Context: an optimization exercise on an open-source flow, tuned for small area. The choices shown serve that exercise and are no tape-out recipe. In this exercise RTL edits were held to simulation tests only and were not proved equivalent to the original. No run shown here takes its clock network from TritonCTS; it comes from the design's own scripts or RTL. The clock port is modelled as an ideal driver, which makes a skipped or thinned clock tree look cheaper than it is; a real chip needs a root buffer or a tree. Power and IR drop assume default switching activity.

### flow/run.sh
#!/bin/bash
# The standard layout (standard.sh), with these changes:
#  - synthesis is the standard flow's own script (synth_recipe.tcl), but ABC runs once
#    for each area-oriented script flow/abc_*.script instead of ORFS's speed
#    script, and the smallest result is kept (flow/abc_bestof.tcl);
#  - the clock tree is a clkbuf_8 root driving clkbuf_16 leaves (the fewest,
#    from five, whose estimated clock-pin slew stays under 126 ps), built by
#    flow/pre_cts.tcl in place of TritonCTS;
#  - port buffers are buf_1.
# Each tool's output goes to the ORFS logs under orfs/logs; make's own output
# goes to flow_make.log.
set -euo pipefail
W=$PWD
{
  echo "set ::ABC_SCRIPTS [list $(ls $W/flow/abc_*.script | tr '\n' ' ')]"
  cat flow/abc_bestof.tcl
  cat synth_recipe.tcl
} > flow_synth.tcl
sed "s#SYNTH_SCRIPT=[^ ]*#SYNTH_SCRIPT=$W/flow_synth.tcl#" standard.sh > flow_standard.sh
export PRE_CTS_TCL=$W/flow/pre_cts.tcl
export BUFFER_PORTS_ARGS="-buffer_cell sky130_fd_sc_hd__buf_1"
bash flow_standard.sh > flow_make.log 2>&1
### flow/abc_a1.script
strash
dch
map -a
mfs2
strash
dch
map -a
topo
dnsize -c
### flow/abc_bestof.tcl
# Runs ABC once per script in ABC_SCRIPTS and keeps the smallest result.
proc abc {args} {
  set i [lsearch -exact $args -script]
  set l [lsearch -exact $args -liberty]
  if {$i < 0 || $l < 0} {
    yosys abc {*}$args
    return
  }
  set lib [lindex $args [expr {$l + 1}]]
  set report $::env(OBJECTS_DIR)/abc_area.txt
  yosys design -save pre_abc
  set best_area 1e18
  set best_script ""
  foreach script $::ABC_SCRIPTS {
    yosys design -load pre_abc
    lset args [expr {$i + 1}] $script
    yosys abc {*}$args
    yosys tee -q -o $report stat -liberty $lib
    set fh [open $report r]
    set text [read $fh]
    close $fh
    regexp {Chip area for module [^:]*:\s*([0-9.]+)} $text -> area
    puts "abc_bestof: $script area $area"
    if {$area < $best_area} {
      set best_area $area
      set best_script $script
      yosys design -save best_abc
    }
  }
  yosys design -load best_abc
  puts "abc_bestof: kept $best_script area $best_area"
}
### flow/abc_c1.script
strash
dch
map -a
mfs2
strash
dch
map -a
mfs2
strash
dch
map -a
topo
dnsize -c
### flow/abc_c6.script
strash
dch
map -a
mfs2 -a
strash
dch
map -a
topo
dnsize -c
### flow/abc_d3.script
strash
dch -f
amap
mfs2 -a
strash
dch -f
amap
topo
### flow/abc_ds1.script
strash
&get -n
&deepsyn -T 20 -S 1
&put
dch -f
amap
mfs2 -a
strash
dch -f
amap
topo
### flow/abc_ds2.script
strash
&get -n
&deepsyn -T 20 -S 2
&put
dch -f
amap
mfs2 -a
strash
dch -f
amap
topo
### flow/abc_ds3.script
strash
&get -n
&deepsyn -T 20 -S 3
&put
dch -f
amap
mfs2 -a
strash
dch -f
amap
topo
### flow/abc_e1.script
strash
&get -n
&deepsyn -T 20
&put
dch -f
amap
mfs2 -a
strash
dch -f
amap
topo
### flow/pre_cts.tcl
# Replaces TritonCTS with a two-level clock tree: the clock port drives one
# root buffer, placed at the centre of the leaves, which drives NLEAF leaf
# buffers, each placed at the centre of a cluster of flip-flops (k-means with
# equal-size clusters on their placed positions) and driving their clock pins. The rest of ORFS's
# CTS step (legalisation, timing repair) runs unchanged after it.
proc manual_clock_tree {nleaf master rootmaster} {
  set block [ord::get_db_block]
  set clknet [$block findNet clk]
  set sinks {}
  foreach it [$clknet getITerms] {
    set inst [$it getInst]
    lassign [$inst getLocation] x y
    set m [$inst getMaster]
    set x [expr {$x + [$m getWidth] / 2}]
    set y [expr {$y + [$m getHeight] / 2}]
    lappend sinks [list $it $x $y]
  }
  set n [llength $sinks]
  puts "manual_cts: $n clock sinks, $nleaf leaf buffers of $master"
  set sorted [lsort -integer -index 1 $sinks]
  set cx {}
  set cy {}
  for {set k 0} {$k < $nleaf} {incr k} {
    set s [lindex $sorted [expr {int(($k + 0.5) * $n / $nleaf)}]]
    lappend cx [lindex $s 1]
    lappend cy [lindex $s 2]
  }
  # k-means with a capacity of ceil(n / nleaf) sinks per cluster: each pass
  # assigns sinks to the nearest centre with room, closest pairs first.
  set cap [expr {($n + $nleaf - 1) / $nleaf}]
  for {set iter 0} {$iter < 30} {incr iter} {
    set pairs {}
    set i 0
    foreach s $sinks {
      for {set k 0} {$k < $nleaf} {incr k} {
        set d [expr {abs([lindex $s 1] - [lindex $cx $k]) + abs([lindex $s 2] - [lindex $cy $k])}]
        lappend pairs [list $d $i $k]
      }
      incr i
    }
    set pairs [lsort -integer -index 0 $pairs]
    set asg [lrepeat $n -1]
    set cnt [lrepeat $nleaf 0]
    foreach p $pairs {
      lassign $p d i k
      if {[lindex $asg $i] >= 0 || [lindex $cnt $k] >= $cap} { continue }
      lset asg $i $k
      lset cnt $k [expr {[lindex $cnt $k] + 1}]
    }
    set sx [lrepeat $nleaf 0]
    set sy [lrepeat $nleaf 0]
    foreach s $sinks a $asg {
      lset sx $a [expr {[lindex $sx $a] + [lindex $s 1]}]
      lset sy $a [expr {[lindex $sy $a] + [lindex $s 2]}]
    }
    for {set k 0} {$k < $nleaf} {incr k} {
      if {[lindex $cnt $k] > 0} {
        lset cx $k [expr {[lindex $sx $k] / [lindex $cnt $k]}]
        lset cy $k [expr {[lindex $sy $k] / [lindex $cnt $k]}]
      }
    }
  }
  puts "manual_cts: cluster sizes $cnt"
  set mbuf [[ord::get_db] findMaster $master]
  set rx 0
  set ry 0
  for {set k 0} {$k < $nleaf} {incr k} {
    set rx [expr {$rx + [lindex $cx $k]}]
    set ry [expr {$ry + [lindex $cy $k]}]
  }
  set root [odb::dbInst_create $block [[ord::get_db] findMaster $rootmaster] "clkbuf_root"]
  $root setLocation [expr {$rx / $nleaf}] [expr {$ry / $nleaf}]
  $root setPlacementStatus PLACED
  set rootnet [odb::dbNet_create $block "clknet_root"]
  $rootnet setSigType CLOCK
  [$root findITerm A] connect $clknet
  [$root findITerm X] connect $rootnet
  set leafnets {}
  for {set k 0} {$k < $nleaf} {incr k} {
    set b [odb::dbInst_create $block $mbuf "clkbuf_leaf_$k"]
    $b setLocation [lindex $cx $k] [lindex $cy $k]
    $b setPlacementStatus PLACED
    set net [odb::dbNet_create $block "clknet_leaf_$k"]
    $net setSigType CLOCK
    [$b findITerm A] connect $rootnet
    [$b findITerm X] connect $net
    lappend leafnets $net
  }
  foreach s $sinks a $asg {
    set it [lindex $s 0]
    $it disconnect
    $it connect [lindex $leafnets $a]
  }
  set_propagated_clock [all_clocks]
}

proc remove_manual_clock_tree {nleaf} {
  set block [ord::get_db_block]
  set clknet [$block findNet clk]
  for {set k 0} {$k < $nleaf} {incr k} {
    set net [$block findNet "clknet_leaf_$k"]
    foreach it [$net getITerms] {
      if {[[$it getInst] getName] ne "clkbuf_leaf_$k"} {
        $it disconnect
        $it connect $clknet
      }
    }
    odb::dbInst_destroy [$block findInst "clkbuf_leaf_$k"]
    odb::dbNet_destroy $net
  }
  odb::dbInst_destroy [$block findInst "clkbuf_root"]
  odb::dbNet_destroy [$block findNet "clknet_root"]
}

proc max_clock_pin_slew {} {
  set mx 0
  foreach pin [get_pins -hierarchical */CLK] {
    set s [get_property $pin slew_max]
    if {$s > $mx} { set mx $s }
  }
  return $mx
}

rename clock_tree_synthesis orfs_clock_tree_synthesis
proc clock_tree_synthesis {args} {
  for {set nleaf 5} {$nleaf <= 10} {incr nleaf} {
    manual_clock_tree $nleaf sky130_fd_sc_hd__clkbuf_16 sky130_fd_sc_hd__clkbuf_8
    estimate_parasitics -placement
    set mx [max_clock_pin_slew]
    puts "manual_cts: $nleaf leaves, max clock-pin slew $mx"
    if {$mx < 0.126 || $nleaf == 10} { break }
    remove_manual_clock_tree $nleaf
  }
}
### standard.sh
#!/bin/bash
# synth_recipe.tcl (not shown) runs the flow's synth.tcl, then flattens the netlist and writes it again
# the make line also repeats each setting of config.mk as NAME=value (left out here)
make -C /OpenROAD-flow-scripts/flow DESIGN_CONFIG=/design/flow/config.mk WORK_HOME=/design/flow/orfs CLKGATE_MAP_FILE= SYNTH_SCRIPT=/design/flow/synth_recipe.tcl "${@:-finish}"
### config.mk
export PLATFORM = sky130hd
export DESIGN_NAME = uart_top
export DESIGN_NICKNAME = uart_top
export VERILOG_FILES = /design/flow/design.v
export SDC_FILE = /design/flow/constraint.sdc
export NUM_CORES = 4
export LEC_CHECK = 0
export CAP_MARGIN = 20
export CORE_MARGIN = 2
export CORE_UTILIZATION = 60
export SLEW_MARGIN = 20
### constraint.sdc
create_clock -name core_clock -period 10.0 [get_ports {clk}]
set_input_delay 2.0000 -clock core_clock [delete_from_list [all_inputs] [get_ports {clk}]]
set_output_delay 2.0000 -clock core_clock [all_outputs]
set_load 0.01 [all_outputs]
### design.v
module uart_debounce
(
	input 	wire 	clk,
	input 	wire 	btn_press,
	output 	reg 	btn_result,
	output 	wire 	rst
);
localparam [17:0] SEED = 18'hf2be;
localparam [17:0] POL  = 18'h2aaaa;
reg  [17:0] cnt_q;
reg         sync1;
reg         sync2;
wire [17:0] s    = cnt_q ^ POL;
wire        diff = sync2 ^ btn_result;
wire        term = (s[16:0] == 17'd0);
assign rst = btn_result | (diff & term);
always @(posedge clk)
begin
	sync1 <= btn_press;
	sync2 <= sync1;
	if (diff && term)
		btn_result <= sync2;
	if (!diff || term)
		cnt_q <= SEED ^ POL;
	else
		cnt_q <= {s[16:0], s[17] ^ s[6]} ^ POL;
end
endmodule
module uart_rx
(
	input 				i_clk,
	input 				i_rst,			 
	input 				i_data_bit,
	output 				o_latch,		 
	output 				o_ferr,			 
	output reg [7:0] 	o_data_byte
);
localparam [3:0] P_STOP = 4'd7, P_H1 = 4'd4, P_H2 = 4'd2, P_IDLE = 4'd5, P_E1 = 4'd1, P_E2 = 4'd0, P_START = 4'd6;
localparam [7:0] CSEED = 8'he5, T116 = 8'ha7, CPOL = 8'haa;
reg  [3:0] phase;
reg  [7:0] cnt_q;
reg        rx_sync1, rx_sync2;
wire [7:0] cnt = cnt_q ^ CPOL;
wire start_fall = rx_sync2 & ~rx_sync1;
wire t116 = (cnt == T116);
wire t233 = (cnt[6:0] == 7'd0);
wire idle = (phase == P_IDLE);
reg [3:0] phase_inc;
always @(*)
	case (phase[2:0])
		3'b000: phase_inc = 4'b1001;
		3'b001: phase_inc = 4'b1011;
		3'b011: phase_inc = 4'b1010;
		3'b010: phase_inc = 4'b1110;
		3'b110: phase_inc = 4'b1111;
		3'b111: phase_inc = 4'b1101;
		3'b101: phase_inc = 4'b1100;
		default: phase_inc = P_STOP;
	endcase
assign o_latch = (phase == P_H1) | (phase == P_E1);
assign o_ferr  = (phase == P_E2);
always @(posedge i_clk)
begin
	if (i_rst) begin
		rx_sync1 <= 1'b1;
		rx_sync2 <= 1'b1;
	end else begin
		rx_sync1 <= i_data_bit;
		rx_sync2 <= rx_sync1;
	end
end
always @(posedge i_clk)
begin
	if (i_rst || idle || t233)
		cnt_q <= CSEED ^ CPOL;
	else
		cnt_q <= {cnt[6:0], cnt[7] ^ (cnt[3] | cnt[4])} ^ CPOL;
end
always @(posedge i_clk)
begin
	if (i_rst)
		phase <= P_IDLE;
	else case (phase)
		P_IDLE:  if (start_fall) phase <= P_START;
		P_START: if (t116 && rx_sync2) phase <= P_IDLE;
		         else if (t233) phase <= 4'd8;
		P_STOP:  if (t116) phase <= rx_sync2 ? P_H1 : P_E1;
		P_H1:    phase <= P_H2;
		P_E1:    phase <= P_E2;
		P_H2, P_E2: phase <= P_IDLE;
		default: if (phase[3] && t233) phase <= phase_inc;
	endcase
end
always @(posedge i_clk)
begin
	if (phase[3] && t116)
		o_data_byte <= {rx_sync2, o_data_byte[7:1]};
end
endmodule
module uart_tx
(
	input		 	i_clk,
	input 			i_rst,			 
	input [7:0] 	data_send,
	input 			tx_valid,
	output 			o_tx
);
localparam [7:0] CSEED = 8'he5, CPOL = 8'haa;
reg  [7:0] cnt_q;
reg  [9:0] frame;
wire [7:0] cnt = cnt_q ^ CPOL;
wire t233  = (cnt[6:0] == 7'd0);
assign o_tx = frame[0];
always @(posedge i_clk)
begin
	if (i_rst)
		cnt_q <= CSEED ^ CPOL;
	else if (tx_valid)
		cnt_q <= 8'h80 ^ CPOL;
	else if (t233)
		cnt_q <= CSEED ^ CPOL;
	else
		cnt_q <= {cnt[6:0], cnt[7] ^ (cnt[3] | cnt[4])} ^ CPOL;
end
always @(posedge i_clk)
begin
	if (i_rst)
		frame <= 10'h3ff;
	else if (tx_valid)
		frame <= {data_send, 2'b01};
	else if (t233)
		frame <= {1'b1, frame[9:1]};
end
endmodule
module uart_top
(
	input 	wire clk,
	input 	wire rst_btn,
	input 	wire BL616_UART_RX,
	output 	wire BL616_UART_TX,
	output 	reg LED0,
	output	reg LED1,
	output 	reg LED2,
	output 	reg LED3,
	output 	wire LED4
);
localparam [20:0] DLY_SEED = 21'h17de1f;	 
localparam [22:0] LED_SEED = 23'h17fac4;	 
localparam [24:0] HB_SEED  = 25'h6145f8;	 
localparam [20:0] DLY_POL  = 21'h0aaaaa;
localparam [22:0] LED_POL  = 23'h2aaaaa;
localparam [24:0] HB_POL   = 25'h0aaaaaa;
wire rst_active, rst;
uart_debounce DEBOUNCE
(
	.clk 		(clk),
	.btn_press 	(rst_btn),
	.btn_result (rst_active),
	.rst        (rst)
);
assign LED4 = ~rst_active;
wire       rx_latch, rx_ferr, tx_valid;
wire [7:0] rx_data;
reg  [7:0] rx_data_latched;
uart_rx RX
(
	.i_clk       (clk),
	.i_rst       (rst),
	.i_data_bit  (BL616_UART_RX),
	.o_latch     (rx_latch),
	.o_ferr      (rx_ferr),
	.o_data_byte (rx_data)
);
uart_tx TX
(
	.i_clk     (clk),
	.i_rst     (rst),
	.data_send (rx_data_latched),
	.tx_valid  (tx_valid),
	.o_tx      (BL616_UART_TX)
);
always @(posedge clk)
	if (rx_latch)
		rx_data_latched <= rx_data;
reg  [20:0] dly_q;
reg  [20:0] dly_n;
wire [20:0] dly      = dly_q ^ DLY_POL;
wire        dly_hi0  = (dly[20:1] == 20'd0);
wire        dly_idle = dly_hi0;
assign      tx_valid = dly_hi0 & dly[0];
always @(*)
begin
	if (rst)
		dly_n = 21'd0;
	else if (rx_latch && dly_idle)
		dly_n = DLY_SEED;
	else if (tx_valid)
		dly_n = 21'd0;
	else
		dly_n = {dly[19:0], dly[20] ^ dly[1]};
end
always @(posedge clk)
	dly_q <= dly_n ^ DLY_POL;
reg  [24:0] hb_q;
reg  [24:0] hb_n;
wire [24:0] hb     = hb_q ^ HB_POL;
wire        hb_end = (hb[23:0] == 24'd0);
always @(*)
begin
	if (rst || hb_end)
		hb_n = HB_SEED;
	else
		hb_n = {hb[23:0], hb[24] ^ hb[2]};
end
always @(posedge clk)
begin
	hb_q <= hb_n ^ HB_POL;
	if (rst)
		LED0 <= 1'b1;
	else if (hb_end)
		LED0 <= ~LED0;
end
reg  [22:0] l1_q, l2_q, l1_n, l2_n;
wire [22:0] l1 = l1_q ^ LED_POL;
wire [22:0] l2 = l2_q ^ LED_POL;
wire l1_low0 = (l1[21:0] == 22'd0);
wire l2_low0 = (l2[21:0] == 22'd0);
wire l1_idle = l1_low0 & ~l1[22];
wire l2_idle = l2_low0 & ~l2[22];
always @(*)
begin
	if (rst)
		l1_n = 23'd0;
	else if (rx_latch)
		l1_n = LED_SEED;
	else
		l1_n = {l1[21:0], (l1[22] ^ l1[4]) & ~l1_low0};
	if (rst)
		l2_n = 23'd0;
	else if (tx_valid)
		l2_n = LED_SEED;
	else
		l2_n = {l2[21:0], (l2[22] ^ l2[4]) & ~l2_low0};
end
always @(posedge clk)
begin
	l1_q <= l1_n ^ LED_POL;
	l2_q <= l2_n ^ LED_POL;
	if (rst) begin
		LED1 <= 1'b1;
		LED2 <= 1'b1;
	end else begin
		if (!rx_latch)
			LED1 <= l1_idle;
		if (!tx_valid)
			LED2 <= l2_idle;
	end
end
always @(posedge clk)
begin
	if (rst)
		LED3 <= 1'b1;
	else if (rx_ferr)
		LED3 <= 1'b0;
end
endmodule
==> impl_summary.txt, run 1 <==
----------------------------------------------------
[Timing]
  Worst slew pin tran ... 0.9283 ns
  Worst setup skew after layout ... 0.01134 ns
  Highest attainable clock frequency ... 298.4 MHz
  Final Critical Period ... 3.352 ns
  Max-slew violation total from the final report ... 0
  RSZ-0062 raised after global routing ... false
  Relative slew slack ... 0.3733
  Final Hold Fails ... 0
  Min setup slack post-route ... 6.648 ns
  Final number of setup-violating endpoints ... 0
  Setup tns final ... 0 ns
  Final worst path period share ... 0.3352

[Setup path]
  Critical Path Sink Type ... flip-flop
  CP required ... 10.29 ns
  Sort of element at the start of the critical path ... flip-flop
  Critical path peak fanout ... 29
  Setup CP Type ... reg2reg
  Worst endpoint data arrival time ... 3.64 ns

[Layout]
  Total of fill cells in the finished design ... 685
  FF+latch area ... 3473 sq um
  Area used by multi-input combinational logic ... 1358 sq um
  Post-layout net count ... 488
  Ant. Diodes ... 0
  Top library cells by usage in the layout, fill and taps aside ... 148 x dfxtp_1, 75 x nor2_1, 52 x nand2_1
  Leading cell type in the layout, fill and taps excluded ... dfxtp_1
  Area added between synthesis and finish ... 7.569%
  Ratio of cells with drive above 1 in the final layout ... 0.02899
  Final standard cell area without fillers ... 5299 sq um
  Final core utilization ... 0.6548

[Global route]
  Pin count of the biggest net entering global routing ... 30
  Wire length of the first global-routing pass ... 13840 um
  Vias in the first global route ... 3142
  Overflow left after global routing ... 0
  Initial antenna violation count ... 0
  Global-route usage over all layers ... 0.1836

[Yosys]
  Count of distinct cell types in the synthesized netlist ... 32
  Main flop type after synthesis ... dfxtp_1
  Warning count from the yosys run ... 4
  #FFs+latches synth ... 165
  Syn Area/Cell ... 10.66 sq um
  Sequential-to-total area share from yosys stat ... 0.7051
  Post-Syn Instances ... 462
  Async set-reset flop share out of synthesis ... 0
  EDFF count, synth ... 17
  Cell area after technology mapping ... 4926 sq um
  Number of nets produced by synthesis ... 465

[Drt]
  DR WL/cell ... 13.36 um
  ANT nets after route ... 0
  Final wirelength ... 7854 um
  Number of iterations in the first detailed-routing pass ... 4
  Detailed router's first-iteration violation count ... 115
  Via count ... 3168
  Via density ... 5.388
  DRC Markers ... 0

[Power]
  Power Dens Cells ... 262.1 nW/um^2
  Static leakage power ... 1.980 nW
  Worst ir drop on vdd ... 184.9 uV
  Total design power ... 1.389 mW

[Clock tree]
  Post-CTS Setup Repair Bufs ... 0
  Clock-pin slew on the worst setup and hold paths ... 0.10 ns
  Hold buffer count at cts ... 0
  Clock latency on the worst-skew pair ... 0.40 ns
  Number of cells upsized or downsized after cts ... 0

[Floorplanning]
  Die area ... 8951 sq um
  Die W ... 94.61 um
  Placeable core area ... 8093 sq um
  Initial standard-cell utilization of the core ... 0.6087
  I/O Pins ... 9
  Die height ... 94.61 um
  Row cnt ... 33

[Place]
  Area of placed instances ... 5135 sq um
  Final GP Congestion ... 0.8627
  Total of buffers placed on input and output ports ... 8
  Estimated wirelength of the detail-placed design ... 5341 um
  Minimum setup slack after placement ... 6.661 ns

[Outcome]
  Outcome ... finished clean

[Flow run]
  Max-capacitance violation count ... 0

[Min path]
  Worst hold-check path type ... reg2reg

----------------------------------------------------
critical path, stage by stage, from the launching register on:
cell      delay [ns]
edfxtp_1        0.42
clkinv_1        0.09
nor2_1          0.04
a21oi_1         0.15
nor2_1          0.09
nor2_2          0.08
buf_4           0.28
clkinv_1        0.14
nor2_1          0.11
buf_4           0.23
clkinv_1        0.52
nor2_1          0.50
clkinv_1        0.29
o221a_1         0.30
layout make-up:
type                    instances  area share
inverters                      26     0.01842
flip-flops and latches        165      0.6555
well taps                     105     0.02479
multi-input cells             271      0.2562
repair buffers                 14     0.01417
plain buffers                   7     0.03093
power by group:
part	leakage, nW	switching [mW]	internal [mW]	total (mW)
Combinational	0.528	0.146	0.100	0.246
Sequential	1.37	0.0618	0.786	0.847
Clock	0.0811	0.178	0.117	0.296
Total	1.98	0.386	1.00	1.39
per-layer routing:
layer  vias to the layer above  global-route usage  wire length, um
li1                       1643                   -                -
met1                      1492              0.2555             3909
met2                        23              0.3150             3619
met3                        10             0.01756              174
met4                         0             0.03744              151
met5                         -                   0                0
state kept, by name, summed over array words and instances, names as in the netlist, 4 cells and up:
register / flops
l1_q: 23
DEBOUNCE.cnt_q: 18
hb_q: 25
RX.phase: 4
RX.o_data_byte: 8
RX.cnt_q: 8
dly_q: 21
rx_data_latched: 8
TX.frame: 10
TX.cnt_q: 8
l2_q: 23
per-stage QoR:
step / hold slack [ns] / std cells
final: 0.3342 / 588
after global routing: 0.3461 / 588
after floorplan: 0.3096 / 462
after detailed placement: 0.3121 / 581
after CTS: 0.3350 / 588
after global placement: 0.3168 / 581
logic make-up (layout without fill, tap and decap cells):
kind of cell	Yosys count	count (layout)	share of synthesized area
AOI/OAI and AO/OA	84	84	0.1057
and+or+nand+nor	187	187	0.1694
DFF	165	165	0.7051
buffers and inverters	26	47	0.01981
worst paths after layout:
path / startpoint / end / slack [ns] / depth (start not counted)
hold / removal: DEBOUNCE.sync1$_DFF_P_ / DEBOUNCE.sync2$_DFF_P_ / 0.33 / 0
hold reg to reg: DEBOUNCE.sync1$_DFF_P_ / DEBOUNCE.sync2$_DFF_P_ / 0.33 / 0
setup / recovery: DEBOUNCE.btn_result$_DFFE_PP_ / TX.frame[2]$_SDFFE_PP1P_ / 6.65 / 13
setup reg to reg: DEBOUNCE.btn_result$_DFFE_PP_ / TX.frame[2]$_SDFFE_PP1P_ / 6.65 / 13
cell usage after synthesis (all sizes together) (2+ instances only):
master / number / area [sq um]
a2111oi: 2 / 17.52
a211oi: 2 / 15.01
a21oi: 24 / 120.1
a31oi: 2 / 12.51
clkinv: 26 / 97.59
dfxtp: 148 / 2963
edfxtp: 17 / 510.5
nand2: 52 / 195.2
nand3: 12 / 60.06
nand4: 10 / 62.56
nor2: 76 / 285.3
nor2b: 4 / 25.02
nor3: 11 / 55.05
nor4: 6 / 37.54
nor4b: 2 / 17.52
o21ai: 27 / 135.1
o21bai: 9 / 67.56
o221a: 3 / 33.78
o221ai: 2 / 17.52
o22a: 3 / 26.28
o22ai: 5 / 31.28
o311ai: 2 / 17.52
or2: 3 / 18.77
or3: 4 / 25.02
or4: 3 / 22.52
==> run 2: changes to the inputs <==
--- a/config.mk
+++ b/config.mk
@@ -8,4 +8,5 @@
 export CAP_MARGIN = 20
 export CORE_MARGIN = 2
-export CORE_UTILIZATION = 60
+export CORE_UTILIZATION = 65
+export GPL_TIMING_DRIVEN = 0
 export SLEW_MARGIN = 20
==> impl_summary.txt, run 2 <==
----------------------------------------------------
[Outcome]
  Outcome ... finished clean

[Layout]
  Number of flip-flops under the largest register name ... 25 (unchanged)
  Leading cell type in the layout, fill and taps excluded ... dfxtp_1
  Post-layout net count ... 482 (-1.2%)
  Ratio of cells with drive above 1 in the final layout ... 0.02516 (-0.003828)
  Top library cells by usage in the layout, fill and taps aside ... 148 x dfxtp_1, 73 x nor2_1, 52 x nand2_1
  Registers with the highest flip-flop counts ... hb_q: 25 flops, l1_q: 23 flops, l2_q: 23 flops
  Ant. Diodes ... 0 (unchanged)
  Total of fill cells in the finished design ... 547 (-20%)
  Final standard cell area without fillers ... 5253 sq um (-0.87%)
  Register ranked first by flip-flop count ... hb_q
  Area added between synthesis and finish ... 6.629%

[Timing]
  Worst slew pin tran ... 0.9297 ns (+0.001412 ns)
  Max-slew violation total from the final report ... 0 (unchanged)
  Final Critical Period ... 4.876 ns (+1.524 ns)
  Final number of setup-violating endpoints ... 0 (unchanged)
  Highest attainable clock frequency ... 205.1 MHz (-31%)
  Setup tns final ... 0 ns (unchanged)
  RSZ-0062 raised after global routing ... false
  Relative slew slack ... 0.3723 (-0.0009530)
  Worst setup skew after layout ... 0.01566 ns (+0.004318 ns)
  Final worst path period share ... 0.4876 (+0.1524)
  Final Hold Fails ... 0 (unchanged)

[Power]
  Sw Share ... 0.2803 (+0.002706)
  Register share of total power ... 0.620 (+0.010)
  Combinational fraction of design power ... 0.180 (+0.003)
  Internal Pwr Total ... 0.9829 mW (-2.0%)
  Worst ir drop on vdd ... 200.3 uV (+8.3%)
  Total net switching power ... 0.3827 mW (-0.72%)
  Power Dens Cells ... 260.0 nW/um^2 (-0.81%)
  Static leakage power ... 1.946 nW (-1.7%)
  Clock network fraction of design power ... 0.200 (-0.013)

[Drt]
  Via count ... 3157 (-0.35%)
  Number of iterations in the first detailed-routing pass ... 4 (unchanged)
  Via density ... 5.481 (+1.7%)
  ANT nets after route ... 0 (unchanged)
  Final wirelength ... 7753 um (-1.3%)
  DR WL/cell ... 13.46 um (+0.77%)
  Detailed router's first-iteration violation count ... 98 (-15%)
  DRC Markers ... 0 (unchanged)

[Yosys]
  Fraction of post-synthesis cell area in the top cell type by area ... 0.6015 (unchanged)
  Dominant cell type by area after synthesis ... dfxtp_1
  Syn Area/Cell ... 10.66 sq um (unchanged)
  Number of nets produced by synthesis ... 465 (unchanged)
  Post-Syn Instances ... 462 (unchanged)
  Top area cells in the synthesized netlist ... dfxtp_1 60%, edfxtp_1 10%, nor2_1 5.8%
  Cell area after technology mapping ... 4926 sq um (unchanged)
  Count of distinct cell types in the synthesized netlist ... 32 (unchanged)
  Most used standard cells in the synthesized netlist ... 148 x dfxtp_1, 76 x nor2_1, 52 x nand2_1
  Main flop type after synthesis ... dfxtp_1
  Cell with the most instances after synthesis ... dfxtp_1
  EDFF count, synth ... 17 (unchanged)
  Sequential-to-total area share from yosys stat ... 0.7051 (unchanged)
  #FFs+latches synth ... 165 (unchanged)
  Async set-reset flop share out of synthesis ... 0 (unchanged)
  Warning count from the yosys run ... 4 (unchanged)

[Setup path]
  Critical path peak fanout ... 24 (-17%)
  Sort of element at the start of the critical path ... flip-flop
  Critical Path Sink Type ... flip-flop
  Setup CP Type ... reg2reg
  CP required ... 10.25 ns (-0.04 ns)
  Critical Path Start ... DEBOUNCE.btn_result$_DFFE_PP_
  Worst R2R Start ... DEBOUNCE.btn_result$_DFFE_PP_
  Worst endpoint data arrival time ... 5.13 ns (+1.49 ns)

[Floorplanning]
  Die height ... 91.06 um (-3.8%)
  Initial standard-cell utilization of the core ... 0.6755 (+0.06684)
  Die area ... 8291 sq um (-7.4%)
  Row cnt ... 31 (-6.1%)
  Die W ... 91.06 um (-3.8%)
  Placeable core area ... 7292 sq um (-9.9%)
  I/O Pins ... 9 (unchanged)

[Flow run]
  Max-capacitance violation count ... 0 (unchanged)

[Global route]
  Overflow left after global routing ... 0 (unchanged)
  Pin count of the biggest net entering global routing ... 34 (+13%)
  Wire length of the first global-routing pass ... 13760 um (-0.60%)
  Initial antenna violation count ... 0 (unchanged)
  Global-route usage over all layers ... 0.1932 (+0.009586)
  Vias in the first global route ... 3054 (-2.8%)

[Min path]
  Hold_sp ... DEBOUNCE.sync1$_DFF_P_
  Worst hold-check path type ... reg2reg

[Clock tree]
  Number of cells upsized or downsized after cts ... 0 (unchanged)
  Clock-pin slew on the worst setup and hold paths ... 0.12 ns (+0.02 ns)
  Clock latency on the worst-skew pair ... 0.39 ns (about the same)
  Post-CTS Setup Repair Bufs ... 0 (unchanged)
  Hold buffer count at cts ... 0 (unchanged)

[Place]
  Estimated wirelength of the detail-placed design ... 5376 um (+0.65%)
  Area of placed instances ... 5114 sq um (-0.41%)
  Final GP Congestion ... 0.8851 (+2.6%)
  Total of buffers placed on input and output ports ... 8 (unchanged)

----------------------------------------------------
-- run 2: cell counts after synthesis --
Identical to the previous run, type by type.
-- run 2: metrics by stage --
step	utilization	hold slack, ns	setup slack [ns]	total power [mW]	instances
3_3_place_gp	0.6966	0.3095	3.133	1.093	569
2_1_floorplan	-	0.3096	5.534	1.032	462
4_1_cts	0.7203	0.3486	5.099	1.374	576
6_report	0.7203	0.3467	5.124	1.366	576
3_5_place_dp	0.7013	0.3226	5.028	1.108	570
5_1_grt	0.7203	0.3467	4.605	1.445	576
-- run 2: cells by family after synthesis --
group	synth area share
and+or+nand+nor	0.1694
DFF	0.7051
AOI/OAI and AO/OA	0.1057
buffers and inverters	0.01981
-- run 2: metal layers --
| metal | wire, um | part of all wire | GRT usage |
|---|---|---|---|
| met4 | 78 | 0.010 | 0.02146 |
| met3 | 254 | 0.033 | 0.02075 |
| met5 | 0 | 0 | 0 |
| met1 | 3724 | 0.48 | 0.2701 |
| met2 | 3696 | 0.48 | 0.3383 |
-- run 2: power groups by stage --
stage	clock [mW]	combinational, mW	sequential, mW
2_1_floorplan	0	0.187	0.845
3_3_place_gp	0	0.235	0.858
3_5_place_dp	0	0.247	0.861
4_1_cts	0.280	0.247	0.847
5_1_grt	0.301	0.284	0.860
6_report	0.274	0.246	0.846
-- run 2: path summary, 6_finish.rpt --
kind / cells after the start / to / slack [ns]
worst max-delay path: 13 / TX.frame[3]$_SDFFE_PP1P_ / 5.12
worst min-delay path: 0 / DEBOUNCE.sync2$_DFF_P_ / 0.35
worst max register to register: 13 / TX.frame[3]$_SDFFE_PP1P_ / 5.12
worst min register to register: 0 / DEBOUNCE.sync2$_DFF_P_ / 0.35
-- run 2: layout make-up --
type	count	area [sq um]	share of cell area
buffer	6	138.9	0.02644
inverter	26	97.59	0.01858
multi-input combinational	271	1374	0.2616
sequential	165	3473	0.6613
tap	99	123.9	0.02358
timing repair buffer	9	45.04	0.008576
-- run 2: worst max-delay path, stage by stage, from the launching register on --
cell and delay [ns]:
edfxtp_1 0.43, clkinv_1 0.09, nor2_1 0.04, a21oi_1 0.15
nor2_1 0.09, nor2_2 0.36, buf_8 0.23, clkinv_1 0.55
nor2_2 0.83, clkinv_1 0.74, nor2_1 0.57, clkinv_1 0.35
o22ai_1 0.23, a31oi_1 0.06
==> run 3: changes to the inputs <==
--- a/config.mk
+++ b/config.mk
@@ -6,7 +6,7 @@
 export NUM_CORES = 4
 export LEC_CHECK = 0
-export CAP_MARGIN = 20
+export CAP_MARGIN = 5
 export CORE_MARGIN = 2
 export CORE_UTILIZATION = 65
 export GPL_TIMING_DRIVEN = 0
-export SLEW_MARGIN = 20
+export SLEW_MARGIN = 5
==> impl_summary.txt, run 3 <==
----------------------------------------------------
[Setup path]
  Worst endpoint data arrival time ... 5.76 ns (+0.63 ns)
  Critical path peak fanout ... 24 (unchanged)
  CP required ... 10.23 ns (-0.02 ns)
  Number of cells traversed by the worst register-to-register path ... 13 (unchanged)
  Largest stage delay on the critical path ... 1.17 ns (+0.34 ns)
  Setup CP Type ... reg2reg
  Highest-delay cell along the critical path ... nor2_1
  Reg2Reg Setup Slack ... 4.47 ns (-0.65 ns)
  Sort of element at the start of the critical path ... flip-flop
  Critical Path Sink Type ... flip-flop
  Worst R2R Start ... DEBOUNCE.btn_result$_DFFE_PP_
  Worst reg2reg endpoint ... TX.frame[7]$_SDFFE_PP1P_
  Critical Path, Cell by Cell ... clkinv_1 -> nor2_1 -> a21oi_1 -> nor2_1 -> nor2_2 -> buf_8 -> clkinv_1 -> nor2_1 -> clkinv_1 -> nor2_1 -> clkinv_1 -> o22ai_1 -> a31oi_1

[Yosys]
  Post-Syn Instances ... 462 (unchanged)
  Top area cells in the synthesized netlist ... dfxtp_1 60%, edfxtp_1 10%, nor2_1 5.8%
  Sequential-to-total area share from yosys stat ... 0.7051 (unchanged)
  Count of distinct cell types in the synthesized netlist ... 32 (unchanged)
  Number of nets produced by synthesis ... 465 (unchanged)
  Async set-reset flop share out of synthesis ... 0 (unchanged)
  EDFF count, synth ... 17 (unchanged)
  #FFs+latches synth ... 165 (unchanged)
  Main flop type after synthesis ... dfxtp_1
  Syn Area/Cell ... 10.66 sq um (unchanged)
  Dominant cell type by area after synthesis ... dfxtp_1
  Cell with the most instances after synthesis ... dfxtp_1
  Most used standard cells in the synthesized netlist ... 148 x dfxtp_1, 76 x nor2_1, 52 x nand2_1
  Fraction of post-synthesis cell area in the top cell type by area ... 0.6015 (unchanged)
  Cell area after technology mapping ... 4926 sq um (unchanged)
  Warning count from the yosys run ... 4 (unchanged)

[Place]
  Area of placed instances ... 5097 sq um (-0.32%)
  Estimated wirelength of the detail-placed design ... 5347 um (-0.52%)
  Final GP Congestion ... 0.8851 (unchanged)
  Total of buffers placed on input and output ports ... 8 (unchanged)

[Drt]
  DRC Markers ... 0 (unchanged)
  ANT nets after route ... 0 (unchanged)
  Via count ... 3227 (+2.2%)
  Final wirelength ... 7885 um (+1.7%)
  DR WL/cell ... 13.67 um (+1.5%)
  Number of iterations in the first detailed-routing pass ... 4 (unchanged)
  Detailed router's first-iteration violation count ... 105 (+7.1%)
  Via density ... 5.593 (+2.0%)

[Floorplanning]
  Die area ... 8291 sq um (unchanged)
  Die height ... 91.06 um (unchanged)
  Die W ... 91.06 um (unchanged)
  Row cnt ... 31 (unchanged)
  I/O Pins ... 9 (unchanged)
  Initial standard-cell utilization of the core ... 0.6755 (unchanged)
  Placeable core area ... 7292 sq um (unchanged)

[Timing]
  Final number of setup-violating endpoints ... 0 (unchanged)
  Final worst path period share ... 0.5530 (+0.06543)
  Relative slew slack ... 0.1562 (-0.2161)
  Final Critical Period ... 5.530 ns (+0.6543 ns)
  Worst slew pin tran ... 1.261 ns (+0.3313 ns)
  Highest attainable clock frequency ... 180.8 MHz (-12%)
  RSZ-0062 raised after global routing ... false
  Worst setup skew after layout ... 0.01476 ns (-0.0008972 ns)
  Max-slew violation total from the final report ... 0 (unchanged)
  Setup tns final ... 0 ns (unchanged)
  Final Hold Fails ... 0 (unchanged)

[Outcome]
  Outcome ... finished clean

[Min path]
  Hold_sp ... DEBOUNCE.sync1$_DFF_P_
  Cells on Worst Hold Path ... 0 (unchanged)
  End of the worst hold path ... DEBOUNCE.sync2$_DFF_P_
  Worst hold-check path type ... reg2reg

[Clock tree]
  Clock-pin slew on the worst setup and hold paths ... 0.10 ns (-0.02 ns)
  Clock latency on the worst-skew pair ... 0.40 ns (about the same)
  Post-CTS Setup Repair Bufs ... 0 (unchanged)
  Number of cells upsized or downsized after cts ... 0 (unchanged)
  Hold buffer count at cts ... 0 (unchanged)

[Global route]
  Vias in the first global route ... 3087 (+1.1%)
  Wire length of the first global-routing pass ... 13860 um (+0.71%)
  Overflow left after global routing ... 0 (unchanged)
  Pin count of the biggest net entering global routing ... 29 (-15%)
  Global-route usage over all layers ... 0.1947 (+0.001543)
  Initial antenna violation count ... 0 (unchanged)

[Layout]
  Number of flip-flops under the largest register name ... 25 (unchanged)
  Total of fill cells in the finished design ... 550 (+0.55%)
  Ratio of cells with drive above 1 in the final layout ... 0.02301 (-0.002145)
  Register ranked first by flip-flop count ... hb_q
  Ant. Diodes ... 0 (unchanged)
  FF+latch area ... 3473 sq um (unchanged)
  Area used by multi-input combinational logic ... 1369 sq um (-0.36%)
  Post-layout net count ... 483 (+0.21%)
  Registers with the highest flip-flop counts ... hb_q: 25 flops, l1_q: 23 flops, l2_q: 23 flops
  Top library cells by usage in the layout, fill and taps aside ... 148 x dfxtp_1, 75 x nor2_1, 52 x nand2_1
  Final standard cell area without fillers ... 5273 sq um (+0.38%)
  Leading cell type in the layout, fill and taps excluded ... dfxtp_1
  Area added between synthesis and finish ... 7.036%

[Flow run]
  Max-capacitance violation count ... 0 (unchanged)

[Power]
  Worst ir drop on vdd ... 174.0 uV (-13%)
  Static leakage power ... 1.959 nW (+0.63%)
  Power Dens Cells ... 263.0 nW/um^2 (+1.1%)

----------------------------------------------------
==> run 3: cell types whose count changed in the layout (fill, tap and decap cells not counted), sizes merged <==
cell    before  now
clkbuf       6    7
==> run 3: metrics by stage <==
stage,utilization,power [mW],worst slack (ns),hold WS (ns),instances
floorplan,-,1.032,5.534,0.3096,462
global placement,0.6966,1.093,3.133,0.3095,569
detailed placement,0.6990,1.105,4.494,0.3200,570
CTS,0.7215,1.392,4.457,0.3431,577
global route,0.7231,1.469,3.981,0.3491,577
finish,0.7231,1.386,4.470,0.3392,577
==> run 3: cells by family (layout without fill, tap and decap cells) <==
family / Yosys count / in the layout / synth area share
compound gates: 84 / 84 / 0.1057
buf+inv: 26 / 42 / 0.01981
simple gates: 187 / 187 / 0.1694
flops: 165 / 165 / 0.7051
==> run 3: area by class of cell <==
class,instances,area share
sequential,165,0.6588
tap,99,0.02349
timing repair buffer,9,0.008543
multi-input combinational,271,0.2596
buffer,7,0.03109
inverter,26,0.01851
==> run 3: report_power, final <==
group	switching, mW	total [mW]	leakage, nW	internal, mW
combinational	0.149	0.245	0.507	0.0963
sequential	0.0613	0.847	1.37	0.786
clock	0.176	0.294	0.0811	0.117
==> run 3: how the worst max path moves through the flow <==
| stage | startpoint | end | slack, ns | cells past startpoint |
|---|---|---|---|---|
| 3_5_place_dp | DEBOUNCE.btn_result$_DFFE_PP_ | TX.frame[3]$_SDFFE_PP1P_ | 4.49 | 13 |
| 4_1_cts | DEBOUNCE.btn_result$_DFFE_PP_ | TX.frame[7]$_SDFFE_PP1P_ | 4.46 | 13 |
| 3_3_place_gp | DEBOUNCE.btn_result$_DFFE_PP_ | TX.frame[3]$_SDFFE_PP1P_ | 3.13 | 12 |
| 6_report | DEBOUNCE.btn_result$_DFFE_PP_ | TX.frame[7]$_SDFFE_PP1P_ | 4.47 | 13 |
| 2_1_floorplan | DEBOUNCE.btn_result$_DFFE_PP_ | TX.frame[3]$_SDFFE_PP1P_ | 5.53 | 11 |
| 5_1_grt | DEBOUNCE.btn_result$_DFFE_PP_ | TX.frame[7]$_SDFFE_PP1P_ | 3.98 | 13 |
==> run 3: layer usage <==
layer  global-route usage  vias up  part of all wire
met5                    0        -                 0
met3              0.01826       13             0.033
met1               0.2670     1544              0.48
met2               0.3469       40              0.47
li1                     -     1630                 -
met4              0.02525        0             0.015
==> run 3: worst max-delay path: cells and delay by family, from the launching register on <==
family	cells	cell delay [ns]
flops	1	0.42
buf+inv	5	2.17
compound gates	3	0.48
simple gates	5	2.27
==> run 4: changes to the inputs <==
--- a/design.v
+++ b/design.v
@@ -36,5 +36,5 @@
 	output reg [7:0] 	o_data_byte
 );
-localparam [3:0] P_STOP = 4'd7, P_H1 = 4'd4, P_H2 = 4'd2, P_IDLE = 4'd5, P_E1 = 4'd1, P_E2 = 4'd0, P_START = 4'd6;
+localparam [3:0] P_STOP = 4'd7, P_H1 = 4'd2, P_H2 = 4'd0, P_IDLE = 4'd5, P_E1 = 4'd4, P_E2 = 4'd6, P_START = 4'd3;
 localparam [7:0] CSEED = 8'he5, T116 = 8'ha7, CPOL = 8'haa;
 reg  [3:0] phase;
--- a/config.mk
+++ b/config.mk
@@ -6,7 +6,7 @@
 export NUM_CORES = 4
 export LEC_CHECK = 0
-export CAP_MARGIN = 5
+export CAP_MARGIN = 20
 export CORE_MARGIN = 2
 export CORE_UTILIZATION = 65
 export GPL_TIMING_DRIVEN = 0
-export SLEW_MARGIN = 5
+export SLEW_MARGIN = 20
==> impl_summary.txt, run 4 <==
----------------------------------------------------
[Outcome]
  Outcome ... finished clean

[Yosys]
  Post-Syn Instances ... 458 (-0.87%)
  Sequential-to-total area share from yosys stat ... 0.7037 (-0.001430)
  Dominant cell type by area after synthesis ... dfxtp_1
  Syn Area/Cell ... 10.78 sq um (+1.1%)
  Top area cells in the synthesized netlist ... dfxtp_1 60%, edfxtp_1 10%, nor2_1 5.3%
  Count of distinct cell types in the synthesized netlist ... 32 (unchanged)
  #FFs+latches synth ... 165 (unchanged)
  Main flop type after synthesis ... dfxtp_1
  Cell with the most instances after synthesis ... dfxtp_1
  Async set-reset flop share out of synthesis ... 0 (unchanged)
  Warning count from the yosys run ... 4 (unchanged)
  Fraction of post-synthesis cell area in the top cell type by area ... 0.6003 (-0.001220)
  Number of nets produced by synthesis ... 461 (-0.86%)
  Cell area after technology mapping ... 4936 sq um (+0.20%)
  EDFF count, synth ... 17 (unchanged)
  Most used standard cells in the synthesized netlist ... 148 x dfxtp_1, 70 x nor2_1, 47 x nand2_1

[Power]
  Worst ir drop on vdd ... 147.6 uV (-15%)
  Total design power ... 1.428 mW (+3.0%)
  Static leakage power ... 1.979 nW (+1.0%)
  Power Dens Cells ... 270.6 nW/um^2 (+2.9%)

[Timing]
  Final Critical Period ... 4.832 ns (-0.6981 ns)
  Final number of setup-violating endpoints ... 0 (unchanged)
  Final Hold Fails ... 0 (unchanged)
  Highest attainable clock frequency ... 206.9 MHz (+14%)
  RSZ-0062 raised after global routing ... false
  Worst slew pin tran ... 1.046 ns (-0.2153 ns)
  Worst setup skew after layout ... 0.008121 ns (-0.006637 ns)
  Final worst path period share ... 0.4832 (-0.06981)
  Max-slew violation total from the final report ... 0 (unchanged)
  Relative slew slack ... 0.3003 (+0.1441)
  Setup tns final ... 0 ns (unchanged)

[Layout]
  Post-layout net count ... 479 (-0.83%)
  Final instance count without filler cells ... 573 (-0.69%)
  Top library cells by usage in the layout, fill and taps aside ... 148 x dfxtp_1, 68 x nor2_1, 47 x nand2_1
  Ratio of cells with drive above 1 in the final layout ... 0.02321 (+0.0001942)
  Number of flip-flops under the largest register name ... 25 (unchanged)
  Ant. Diodes ... 0 (unchanged)
  Total of fill cells in the finished design ... 564 (+2.5%)
  Leading cell type in the layout, fill and taps excluded ... dfxtp_1
  Register ranked first by flip-flop count ... hb_q
  Area added between synthesis and finish ... 6.945% (about the same)
  Registers with the highest flip-flop counts ... hb_q: 25 flops, l1_q: 23 flops, l2_q: 23 flops

[Global route]
  Global-route usage over all layers ... 0.1893 (-0.005418)
  Overflow left after global routing ... 0 (unchanged)
  Initial antenna violation count ... 0 (unchanged)
  Vias in the first global route ... 3095 (+0.26%)
  Pin count of the biggest net entering global routing ... 29 (unchanged)
  Wire length of the first global-routing pass ... 13600 um (-1.8%)

[Clock tree]
  Hold buffer count at cts ... 0 (unchanged)
  Clock latency on the worst-skew pair ... 0.39 ns (about the same)
  Clock-pin slew on the worst setup and hold paths ... 0.10 ns (about the same)
  Post-CTS Setup Repair Bufs ... 0 (unchanged)
  Number of cells upsized or downsized after cts ... 0 (unchanged)

[Setup path]
  Setup CP Type ... reg2reg
  Sort of element at the start of the critical path ... flip-flop
  Critical path peak fanout ... 23 (-4.2%)
  Worst endpoint data arrival time ... 5.08 ns (-0.68 ns)
  Critical Path Sink Type ... flip-flop
  CP required ... 10.25 ns (+0.02 ns)

[Place]
  Final GP Congestion ... 0.9300 (+5.1%)
  Cells after DPL ... 566 (-0.70%)
  Total of buffers placed on input and output ports ... 8 (unchanged)
  Estimated wirelength of the detail-placed design ... 5110 um (-4.4%)

[Drt]
  ANT nets after route ... 0 (unchanged)
  Number of iterations in the first detailed-routing pass ... 4 (unchanged)
  DR WL/cell ... 13.58 um (-0.64%)
  DRC Markers ... 0 (unchanged)
  Via count ... 3227 (unchanged)
  M1 WL ... 3790 um (-0.26%)
  Detailed router's first-iteration violation count ... 108 (+2.9%)
  Final wirelength ... 7780 um (-1.3%)
  Met2 wirelength from detailed routing ... 3603 um (-2.8%)
  Via density ... 5.632 (+0.70%)
  Uppermost routed layer ... met4
  Met3 WL ... 293 um (+11%)

[Floorplanning]
  Die W ... 91.14 um (about the same)
  I/O Pins ... 9 (unchanged)
  Placeable core area ... 7292 sq um (unchanged)
  Die area ... 8307 sq um (+0.19%)
  Row cnt ... 31 (unchanged)
  Initial standard-cell utilization of the core ... 0.6769 (+0.001373)
  Die height ... 91.14 um (about the same)

[Flow run]
  Max-capacitance violation count ... 0 (unchanged)

[Min path]
  Worst hold-check path type ... reg2reg

----------------------------------------------------
## run 4: cell types whose count changed after synthesis, moves of 4 or more
cell,change
nand2_1,-5
nor2_1,-6
nand4b_1,+4
nand3_1,+5
## run 4: routing by layer
layer | global-route usage | vias up
met2 | 0.3309 | 50
li1 | - | 1614
met3 | 0.02075 | 9
met4 | 0.02020 | 0
met5 | 0 | -
met1 | 0.2654 | 1554
## run 4: cells by family after synthesis
kind of cell / share of synthesized area
AO/OA/AOI/OAI: 0.1044
XOR/XNOR: 0.001775
buffers and inverters: 0.01901
flip-flops: 0.7037
AND/OR/NAND/NOR: 0.1711
## run 4: layout make-up
cell class	instances	area, sq um	share of cell area
well taps	99	123.9	0.02347
flip-flops and latches	165	3473	0.6580
multi-input cells	268	1379	0.2612
inverters	25	93.84	0.01778
repair buffers	9	45.04	0.008533
plain buffers	7	163.9	0.03105
## run 4: per-stage QoR
stage | utilization | instance area, sq um | hold slack, ns | setup slack (ns)
2_1_floorplan | - | 4936 | 0.3096 | 5.520
3_3_place_gp | 0.6980 | 5090 | 0.3105 | 3.118
3_5_place_dp | 0.7014 | 5115 | 0.3147 | 5.121
4_1_cts | 0.7239 | 5279 | 0.3388 | 5.098
5_1_grt | 0.7239 | 5279 | 0.3508 | 4.583
6_report | 0.7239 | 5279 | 0.3360 | 5.168
## run 4: worst paths after layout
path / from / endpoint / slack, ns / cells after the start
max: DEBOUNCE.btn_result$_DFFE_PP_ / TX.frame[7]$_SDFFE_PP1P_ / 5.17 / 13
min: DEBOUNCE.sync1$_DFF_P_ / DEBOUNCE.sync2$_DFF_P_ / 0.34 / 0
max reg2reg: DEBOUNCE.btn_result$_DFFE_PP_ / TX.frame[7]$_SDFFE_PP1P_ / 5.17 / 13
min reg2reg: DEBOUNCE.sync1$_DFF_P_ / DEBOUNCE.sync2$_DFF_P_ / 0.34 / 0
## run 4: where the power goes
group          internal [mW]  switching (mW)  total, mW
sequential             0.784          0.0661      0.850
combinational          0.118           0.167      0.285
clock                  0.117           0.176      0.293
total                   1.02           0.409       1.43
## run 4: critical path, cell delays in order (launching register included)
cell and delay (ns):
edfxtp_1 0.43, clkinv_1 0.09, nor2_1 0.04, a21oi_1 0.15, nor2_1 0.09, nor2_2 0.43, buf_8 0.24, clkinv_1 0.51
nor2_2 0.79, clkinv_1 0.74, nor2_1 0.50, clkinv_1 0.35, o22ai_1 0.26, a31oi_1 0.07
==> run 5: changes to the inputs <==
--- a/design.v
+++ b/design.v
@@ -36,5 +36,5 @@
 	output reg [7:0] 	o_data_byte
 );
-localparam [3:0] P_STOP = 4'd7, P_H1 = 4'd2, P_H2 = 4'd0, P_IDLE = 4'd5, P_E1 = 4'd4, P_E2 = 4'd6, P_START = 4'd3;
+localparam [3:0] P_STOP = 4'd7, P_H1 = 4'd4, P_H2 = 4'd2, P_IDLE = 4'd5, P_E1 = 4'd1, P_E2 = 4'd0, P_START = 4'd6;
 localparam [7:0] CSEED = 8'he5, T116 = 8'ha7, CPOL = 8'haa;
 reg  [3:0] phase;
--- a/flow/pre_cts.tcl
+++ b/flow/pre_cts.tcl
@@ -1,5 +1,5 @@
-# Replaces TritonCTS with a two-level clock tree: the clock port drives one
-# root buffer, placed at the centre of the leaves, which drives NLEAF leaf
-# buffers, each placed at the centre of a cluster of flip-flops (k-means with
+# Replaces TritonCTS with a manual clock tree: the clock port drives either
+# the leaf buffers directly or one root buffer, placed at the centre of the
+# leaves, which drives them. There are NLEAF leaf buffers, each placed at the centre of a cluster of flip-flops (k-means with
 # equal-size clusters on their placed positions) and driving their clock pins. The rest of ORFS's
 # CTS step (legalisation, timing repair) runs unchanged after it.
@@ -69,11 +69,15 @@
     set ry [expr {$ry + [lindex $cy $k]}]
   }
-  set root [odb::dbInst_create $block [[ord::get_db] findMaster $rootmaster] "clkbuf_root"]
-  $root setLocation [expr {$rx / $nleaf}] [expr {$ry / $nleaf}]
-  $root setPlacementStatus PLACED
-  set rootnet [odb::dbNet_create $block "clknet_root"]
-  $rootnet setSigType CLOCK
-  [$root findITerm A] connect $clknet
-  [$root findITerm X] connect $rootnet
+  if {$rootmaster eq ""} {
+    set rootnet $clknet
+  } else {
+    set root [odb::dbInst_create $block [[ord::get_db] findMaster $rootmaster] "clkbuf_root"]
+    $root setLocation [expr {$rx / $nleaf}] [expr {$ry / $nleaf}]
+    $root setPlacementStatus PLACED
+    set rootnet [odb::dbNet_create $block "clknet_root"]
+    $rootnet setSigType CLOCK
+    [$root findITerm A] connect $clknet
+    [$root findITerm X] connect $rootnet
+  }
   set leafnets {}
   for {set k 0} {$k < $nleaf} {incr k} {
@@ -95,5 +99,5 @@
 }
 
-proc remove_manual_clock_tree {nleaf} {
+proc remove_manual_clock_tree {nleaf rooted} {
   set block [ord::get_db_block]
   set clknet [$block findNet clk]
@@ -109,6 +113,8 @@
     odb::dbNet_destroy $net
   }
-  odb::dbInst_destroy [$block findInst "clkbuf_root"]
-  odb::dbNet_destroy [$block findNet "clknet_root"]
+  if {$rooted} {
+    odb::dbInst_destroy [$block findInst "clkbuf_root"]
+    odb::dbNet_destroy [$block findNet "clknet_root"]
+  }
 }
 
@@ -124,4 +130,10 @@
 rename clock_tree_synthesis orfs_clock_tree_synthesis
 proc clock_tree_synthesis {args} {
+  manual_clock_tree 4 sky130_fd_sc_hd__clkbuf_16 ""
+  estimate_parasitics -placement
+  set mx [max_clock_pin_slew]
+  puts "manual_cts: 4 leaves without root, max clock-pin slew $mx"
+  if {$mx < 0.126} { return }
+  remove_manual_clock_tree 4 0
   for {set nleaf 5} {$nleaf <= 10} {incr nleaf} {
     manual_clock_tree $nleaf sky130_fd_sc_hd__clkbuf_16 sky130_fd_sc_hd__clkbuf_8
@@ -130,5 +142,5 @@
     puts "manual_cts: $nleaf leaves, max clock-pin slew $mx"
     if {$mx < 0.126 || $nleaf == 10} { break }
-    remove_manual_clock_tree $nleaf
+    remove_manual_clock_tree $nleaf 1
   }
 }
--- a/config.mk
+++ b/config.mk
@@ -8,5 +8,5 @@
 export CAP_MARGIN = 20
 export CORE_MARGIN = 2
-export CORE_UTILIZATION = 65
+export CORE_UTILIZATION = 80
 export GPL_TIMING_DRIVEN = 0
 export SLEW_MARGIN = 20
==> impl_summary.txt, run 5 <==
----------------------------------------------------
[Timing]
  Final number of setup-violating endpoints ... 0 (unchanged)
  Final Critical Period ... 5.146 ns (+0.3138 ns)
  RSZ-0062 raised after global routing ... false
  Highest attainable clock frequency ... 194.3 MHz (-6.1%)
  Final worst path period share ... 0.5146 (+0.03138)
  Max-slew violation total from the final report ... 0 (unchanged)
  Worst setup skew after layout ... 0.01623 ns (+0.008107 ns)
  Final Hold Fails ... 0 (unchanged)
  Worst slew pin tran ... 1.061 ns (+0.01506 ns)
  Relative slew slack ... 0.2839 (-0.01644)
  Setup tns final ... 0 ns (unchanged)

[Global route]
  Pin count of the biggest net entering global routing ... 34 (+17%)
  Global-route usage over all layers ... 0.2689 (+0.07959)
  Initial antenna violation count ... 0 (unchanged)
  Vias in the first global route ... 3241 (+4.7%)
  Wire length of the first global-routing pass ... 14320 um (+5.3%)
  Overflow left after global routing ... 0 (unchanged)

[Drt]
  Final wirelength ... 8951 um (+15%)
  Via density ... 6.120 (+8.7%)
  DR WL/cell ... 16.22 um (+19%)
  ANT nets after route ... 0 (unchanged)
  DRC Markers ... 0 (unchanged)
  Number of iterations in the first detailed-routing pass ... 4 (unchanged)
  Via count ... 3378 (+4.7%)
  Detailed router's first-iteration violation count ... 196 (+81%)

[Min path]
  End of the worst hold path ... DEBOUNCE.sync2$_DFF_P_
  Cells on Worst Hold Path ... 0 (unchanged)
  Worst hold-check path type ... reg2reg
  Hold_sp ... DEBOUNCE.sync1$_DFF_P_

[Layout]
  Ant. Diodes ... 0 (unchanged)
  Leading cell type in the layout, fill and taps excluded ... dfxtp_1
  Area added between synthesis and finish ... 6.020%
  Final core utilization ... 0.8821 (+0.1582)
  Post-layout net count ... 482 (+0.63%)
  Final standard cell area without fillers ... 5223 sq um (-1.1%)
  Total of fill cells in the finished design ... 291 (-48%)
  Ratio of cells with drive above 1 in the final layout ... 0.02516 (+0.001950)
  Top library cells by usage in the layout, fill and taps aside ... 148 x dfxtp_1, 73 x nor2_1, 52 x nand2_1
  Register ranked first by flip-flop count ... hb_q
  Registers with the highest flip-flop counts ... hb_q: 25 flops, l1_q: 23 flops, l2_q: 23 flops
  Number of flip-flops under the largest register name ... 25 (unchanged)

[Setup path]
  Setup CP Type ... reg2reg
  Largest stage delay on the critical path ... 0.88 ns (+0.09 ns)
  Sort of element at the start of the critical path ... flip-flop
  Critical Path Start ... DEBOUNCE.btn_result$_DFFE_PP_
  Worst endpoint data arrival time ... 5.37 ns (+0.29 ns)
  Most Frequent Cell on Critical Path ... clkinv_1
  Highest-delay cell along the critical path ... nor2_2
  Critical Path Sink Type ... flip-flop
  Buffers and inverters on the worst path ... 4 (-1)
  CP required ... 10.23 ns (-0.02 ns)
  Worst R2R Start ... DEBOUNCE.btn_result$_DFFE_PP_
  Reg2Reg Setup Slack ... 4.85 ns (-0.31 ns)
  Critical Path, Cell by Cell ... clkinv_1 -> nor2_1 -> a21oi_1 -> nor2_1 -> nor2_2 -> clkinv_1 -> nor2_2 -> clkinv_1 -> nor2_1 -> clkinv_1 -> o22ai_1 -> a31oi_1
  Largest delay contributor family on the critical path ... simple AND/OR/NAND/NOR gates
  Critical path peak fanout ... 24 (+4.3%)
  Number of cells traversed by the worst register-to-register path ... 12 (-1)
  Worst reg2reg endpoint ... TX.frame[3]$_SDFFE_PP1P_

[Flow run]
  Max-capacitance violation count ... 0 (unchanged)

[Power]
  Static leakage power ... 1.946 nW (-1.7%)
  Worst ir drop on vdd ... 249.0 uV (+69%)
  Total net switching power ... 0.3977 mW (-2.8%)
  Register share of total power ... 0.616 (+0.021)
  Total design power ... 1.381 mW (-3.3%)
  Power Dens Cells ... 264.5 nW/um^2 (-2.3%)
  Clock network fraction of design power ... 0.201 (-0.004)
  Internal Pwr Total ... 0.9835 mW (-3.5%)
  Combinational fraction of design power ... 0.183 (-0.017)
  Sw Share ... 0.2879 (+0.001415)

[Yosys]
  Dominant cell type by area after synthesis ... dfxtp_1
  Cell area after technology mapping ... 4926 sq um (-0.20%)
  #FFs+latches synth ... 165 (unchanged)
  Number of nets produced by synthesis ... 465 (+0.87%)
  Count of distinct cell types in the synthesized netlist ... 32 (unchanged)
  Cell with the most instances after synthesis ... dfxtp_1
  Async set-reset flop share out of synthesis ... 0 (unchanged)
  Top area cells in the synthesized netlist ... dfxtp_1 60%, edfxtp_1 10%, nor2_1 5.8%
  Most used standard cells in the synthesized netlist ... 148 x dfxtp_1, 76 x nor2_1, 52 x nand2_1
  Sequential-to-total area share from yosys stat ... 0.7051 (+0.001430)
  Syn Area/Cell ... 10.66 sq um (-1.1%)
  Warning count from the yosys run ... 4 (unchanged)
  Post-Syn Instances ... 462 (+0.87%)
  Main flop type after synthesis ... dfxtp_1
  EDFF count, synth ... 17 (unchanged)
  Fraction of post-synthesis cell area in the top cell type by area ... 0.6015 (+0.001220)

[Floorplanning]
  Die area ... 6801 sq um (-18%)
  Placeable core area ... 5921 sq um (-19%)
  Die W ... 82.47 um (-9.5%)
  Row cnt ... 28 (-9.7%)
  I/O Pins ... 9 (unchanged)
  Die height ... 82.47 um (-9.5%)
  Initial standard-cell utilization of the core ... 0.8320 (+0.1551)

[Clock tree]
  Number of cells upsized or downsized after cts ... 0 (unchanged)
  Clock-pin slew on the worst setup and hold paths ... 0.12 ns (+0.02 ns)
  Clock latency on the worst-skew pair ... 0.38 ns (about the same)
  Hold buffer count at cts ... 0 (unchanged)
  Post-CTS Setup Repair Bufs ... 0 (unchanged)

[Place]
  Total of buffers placed on input and output ports ... 8 (unchanged)
  Estimated wirelength of the detail-placed design ... 5803 um (+14%)
  Area of placed instances ... 5084 sq um (-0.61%)
  Final GP Congestion ... 0.7859 (-15%)

[Outcome]
  Outcome ... finished clean

----------------------------------------------------
## run 5: area by class of cell
| type | count | area [sq um] | area share |
|---|---|---|---|
| timing repair buffer | 9 | 45.04 | 0.008625 |
| inverter | 26 | 97.59 | 0.01869 |
| sequential | 165 | 3473 | 0.6651 |
| tap | 75 | 93.84 | 0.01797 |
| multi-input combinational | 271 | 1374 | 0.2631 |
| buffer | 6 | 138.9 | 0.02659 |
## run 5: worst reg2reg max path, cell delays in order, from the launching register on
cell and delay, ns:
edfxtp_1 0.45, clkinv_1 0.12, nor2_1 0.06, a21oi_1 0.21
nor2_1 0.13, nor2_2 0.43, clkinv_1 0.74, nor2_2 0.88
clkinv_1 0.76, nor2_1 0.57, clkinv_1 0.34, o22ai_1 0.27
a31oi_1 0.07
## run 5: how the worst max path moves through the flow
stage                     slack, ns                  endpoint  depth (start not counted)
after global routing           4.45  TX.frame[7]$_SDFFE_PP1P_                         12
after global placement         3.33  TX.frame[3]$_SDFFE_PP1P_                         12
final                          4.85  TX.frame[3]$_SDFFE_PP1P_                         12
after floorplan                5.53  TX.frame[3]$_SDFFE_PP1P_                         11
after detailed placement       4.99  TX.frame[3]$_SDFFE_PP1P_                         12
after CTS                      4.90  TX.frame[3]$_SDFFE_PP1P_                         12
## run 5: power groups by stage
stage          registers [mW]  clock network [mW]  logic, mW
3_3_place_gp            0.857                   0      0.230
4_1_cts                 0.850               0.277      0.253
5_1_grt                 0.865               0.296      0.289
2_1_floorplan           0.845                   0      0.187
6_report                0.851               0.277      0.253
3_5_place_dp            0.862                   0      0.249
## run 5: kinds of logic after synthesis
kind of cell           synth area share
AND/OR/NAND/NOR                  0.1694
flip-flops                       0.7051
buffers and inverters           0.01981
AO/OA/AOI/OAI                    0.1057
## run 5: metal layers
layer | share of wire | up-vias | GRT usage
li1 | - | 1623 | -
met1 | 0.42 | 1653 | 0.3351
met2 | 0.52 | 84 | 0.5032
met3 | 0.041 | 18 | 0.02283
met4 | 0.019 | 0 | 0.06667
met5 | 0 | - | 0
## run 5: per-stage QoR
step | worst slack [ns] | std cells | hold WS, ns
final | 4.854 | 552 | 0.3414
after global routing | 4.448 | 552 | 0.3550
after CTS | 4.899 | 552 | 0.3411
after detailed placement | 4.991 | 546 | 0.3157
after global placement | 3.327 | 545 | 0.3111
after floorplan | 5.534 | 462 | 0.3096

[separate check: timing with driven ports]
In the flow no input, the clock included, has a driving cell. The finished layouts below were timed again as built, in two steps.
Step 1 sets driving cells, clkbuf_16 on the clock port and buf_2 on the other inputs (assumed; they add their load-dependent delay and slew).
Step 2 moves the port delays by t, midway between the first and last clock arrival at a register: inputs arrive t later, outputs are due t later. That takes back most of the time a late clock gives input paths.
Slacks: ideal / step 1 / step 2; pairs: ideal / step 1.
run	t (ns)	setup WS [ns]	worst register clock-pin slew, ns
run 1	0.423	6.648 / 6.648 / 6.648	0.10 / 0.10
run 2	0.412	5.124 / 5.124 / 5.124	0.12 / 0.12
run 3	0.420	4.470 / 4.470 / 4.470	0.10 / 0.10
run 4	0.420	5.168 / 5.168 / 5.168	0.10 / 0.10
run 5	0.399	4.854 / 4.854 / 4.854	0.12 / 0.12
After both steps setup and hold are still met in every run listed.
